From an optimization exercise on the open Yosys and OpenROAD flow, aimed at small area; shortcuts taken in it are not production practice.
Function was checked by simulation only, so behaviour that the tests miss may differ from the original.
The clock port is modelled as an ideal driver, which makes a skipped or thinned clock tree look cheaper than it is; a real chip needs a root buffer or a tree.
No activity file was given, so power comes from the tool's default toggle rates.

Design top_level, start of the top module:
module top_level #(parameter width = 2) (clk, rst_n, botao1, botao2, LED, digito1, digito2, digito3);
  input clk;
  wire clk;
  input rst_n;
  wire rst_n;
  input botao1;
  wire botao1;
  input botao2;
  wire botao2;
  output [1:0] LED;
  wire [1:0] LED;
  output [6:0] digito1;
  wire [6:0] digito1;
  output [6:0] digito2;
  wire [6:0] digito2;
  output [6:0] digito3;
  wire [6:0] digito3;
  wire [13:0] _0000_;
  wire _0001_;
  wire _0002_;
  wire _0003_;
  wire _0004_;
  wire _0005_;
  wire _0006_;
  wire _0007_;
  wire _0008_;
  wire _0009_;
  wire _0010_;
  wire _0011_;
  wire _0012_;
  wire _0013_;
  wire _0014_;
  wire _0015_;
  wire _0016_;
  wire _0017_;
  wire _0018_;
  wire _0019_;
  wire _0020_;
  wire _0021_;
  wire _0022_;
  wire _0023_;
  wire _0024_;
  wire _0025_;
  wire _0026_;
  wire _0027_;
  wire _0028_;
  wire _0029_;
  wire _0030_;
  wire _0031_;
  wire _0032_;
  wire _0033_;
  wire _0034_;
  wire _0035_;
  wire _0036_;
  wire _0037_;
  wire _0038_;
  wire _0039_;
  wire _0040_;
  wire _0041_;
  wire _0042_;
  wire _0043_;
  wire _0044_;
  ...
export LEC_CHECK = 0
export CAP_MARGIN = 10
export CORE_MARGIN = 2
export CORE_UTILIZATION = 40
export PLACE_DENSITY = 0.6
export SLEW_MARGIN = 10
create_clock -name core_clock -period 100.0 [get_ports {clk}]
standard.sh (not shown) runs the stock make flow with config.mk's settings and CLKGATE_MAP_FILE= SYNTH_SCRIPT=/design/flow/synth_recipe.tcl, a recipe that flattens the netlist after the stock synthesis.
==> flow/flow/run.sh <==
#!/bin/bash
# Own layout flow: the standard ORFS flow (standard.sh), with
#  - synthesis: the same script (synth_recipe.tcl), but ABC maps with an
#    area-oriented script (abc_area.script here, with deepsyn) and full adders
#    are not extracted first, so ABC sees all of the logic; registers are
#    unchanged. Synthesis runs once per entry of SEEDS: "x" maps with
#    abc_light.script and "y" with abc_map.script (little or no
#    restructuring, which keeps the structure the RTL already has), a number
#    is a deepsyn seed for abc_area.script; the run
#    with the smallest cell area is laid out;
#  - port buffers: the smallest buffer cell;
#  - tie cells: not duplicated per load, and one conb_1 gives both the
#    high and the low constant (merge_ties.tcl);
#  - clock tree: OWN_CLK_NBUF clock buffers, each driving a group of registers
#    (own_cts.tcl).
# Each tool's output goes to a log file of its own in this folder.
set -euo pipefail
W=$(pwd)
SEEDS="${OWN_SEEDS:-x y 0 1 2}"
V=(ABC_AREA=1 ADDER_MAP_FILE=
   "BUFFER_PORTS_ARGS=-buffer_cell sky130_fd_sc_hd__buf_1"
   SKIP_REPAIR_TIE_FANOUT=1 PRE_FLOORPLAN_TCL="$W/flow/merge_ties.tcl"
   OWN_CTS_TCL="$W/flow/own_cts.tcl" OWN_CLK_BUF=sky130_fd_sc_hd__clkbuf_4 OWN_CLK_NBUF=4)
for i in $SEEDS; do
  d="$W/syn_$i"
  rm -rf "$d"
  mkdir -p "$d"
  cp -r "$FLOW_HOME/scripts" "$d/scripts_own"
  if [[ "$i" == x ]]; then
    cp "$W/flow/abc_light.script" "$d/scripts_own/abc_area.script"
  elif [[ "$i" == y ]]; then
    cp "$W/flow/abc_map.script" "$d/scripts_own/abc_area.script"
  else
    sed "s/@SEED@/$i/" "$W/flow/abc_area.script" > "$d/scripts_own/abc_area.script"
  fi
  sed -i 's|^log_cmd clock_tree_synthesis .*|source $::env(OWN_CTS_TCL)|' "$d/scripts_own/cts.tcl"
  grep -q OWN_CTS_TCL "$d/scripts_own/cts.tcl"
  sed "s|$W/orfs|$d/orfs|g" "$W/standard.sh" > "$d/standard.sh"
done
for i in $SEEDS; do
  d="$W/syn_$i"
  bash "$d/standard.sh" SCRIPTS_DIR="$d/scripts_own" "${V[@]}" synth > "$W/log_synth_$i.txt" 2>&1 &
done
wait
best=""
best_area=""
for i in $SEEDS; do
  f="$W/syn_$i/orfs/reports/sky130hd/top_level/base/synth_stat.txt"
  [[ -f "$W/syn_$i/orfs/results/sky130hd/top_level/base/1_synth.odb" && -f "$f" ]] || continue
  a=$(awk '/Chip area for module/ {print $NF}' "$f")
  echo "seed $i: synthesis area $a" >> "$W/log_seeds.txt"
  if [[ -z "$best" ]] || awk -v a="$a" -v b="$best_area" 'BEGIN {exit !(a < b)}'; then
    best=$i
    best_area=$a
  fi
done
echo "laid out: seed $best" >> "$W/log_seeds.txt"
rm -rf "$W/orfs"
mv "$W/syn_$best/orfs" "$W/orfs"
bash standard.sh SCRIPTS_DIR="$W/syn_$best/scripts_own" "${V[@]}" finish > "$W/log_layout.txt" 2>&1
==> flow/flow/abc_map.script <==
strash
&get -n
&nf -R 1000
&put
topo
Other scripts of this flow, unchanged in this note and not shown: flow/flow/abc_area.script, flow/flow/abc_light.script, flow/flow/merge_ties.tcl, flow/flow/own_cts.tcl
The first run passed the timing, design-rule and antenna checks.
Rerun with:
--- a/flow/flow/run.sh
+++ b/flow/flow/run.sh
@@ -7,3 +7,2 @@
-#    abc_light.script and "y" with abc_map.script (little or no
-#    restructuring, which keeps the structure the RTL already has), a number
-#    is a deepsyn seed for abc_area.script; the run
+#    abc_light.script (no restructuring, which keeps the structure the RTL
+#    already has), a number is a deepsyn seed for abc_area.script; the run
@@ -19 +18 @@
-SEEDS="${OWN_SEEDS:-x y 0 1 2}"
+SEEDS="${OWN_SEEDS:-x 0 1 2}"
@@ -31,2 +29,0 @@
-  elif [[ "$i" == y ]]; then
-    cp "$W/flow/abc_map.script" "$d/scripts_own/abc_area.script"
- CAP_MARGIN: 10 -> 20
- SLEW_MARGIN: 10 -> 20
removed: flow/flow/abc_map.script
- flip-flop and latch count is unchanged
- power does not change
- sequential power is about the same
- routed wire length does not change
- final area stays the same
- die area does not change
- setup slack is unchanged
- utilization stays the same
No run of this note takes its clock network from TritonCTS; it comes from the design's own scripts or RTL.

==> separate check: timing with driven ports <==
The results above use ideal ports. As a check the final layouts listed here were re-extracted and re-timed, cells and wires unchanged. Step 1 (the two cells are an assumption about what drives the block):
set clk [get_ports {clk}]
set_driving_cell -lib_cell sky130_fd_sc_hd__clkbuf_16 $clk
set_driving_cell -lib_cell sky130_fd_sc_hd__buf_2 [delete_from_list [all_inputs] $clk]
Step 2 times the ports against the registers' clock, not the clock port: input delays grow and output delays shrink by t, the midpoint of the rising clock arrivals with the driver on. Slacks: no drivers / after step 1 / after step 2; pairs: no drivers / after step 1.
run	t, ns	setup WS [ns]	worst hold slack (ns)	worst setup path after step 2	slew at the worst register clock pin (ns)
the first run	0.213	77.670 / 77.622 / 77.835	0.396 / 0.396 / 0.396	register to output	0.12 / 0.12
the second run	0.213	77.670 / 77.622 / 77.835	0.396 / 0.396 / 0.396	register to output	0.12 / 0.12
After both steps setup and hold are still met in every run listed.
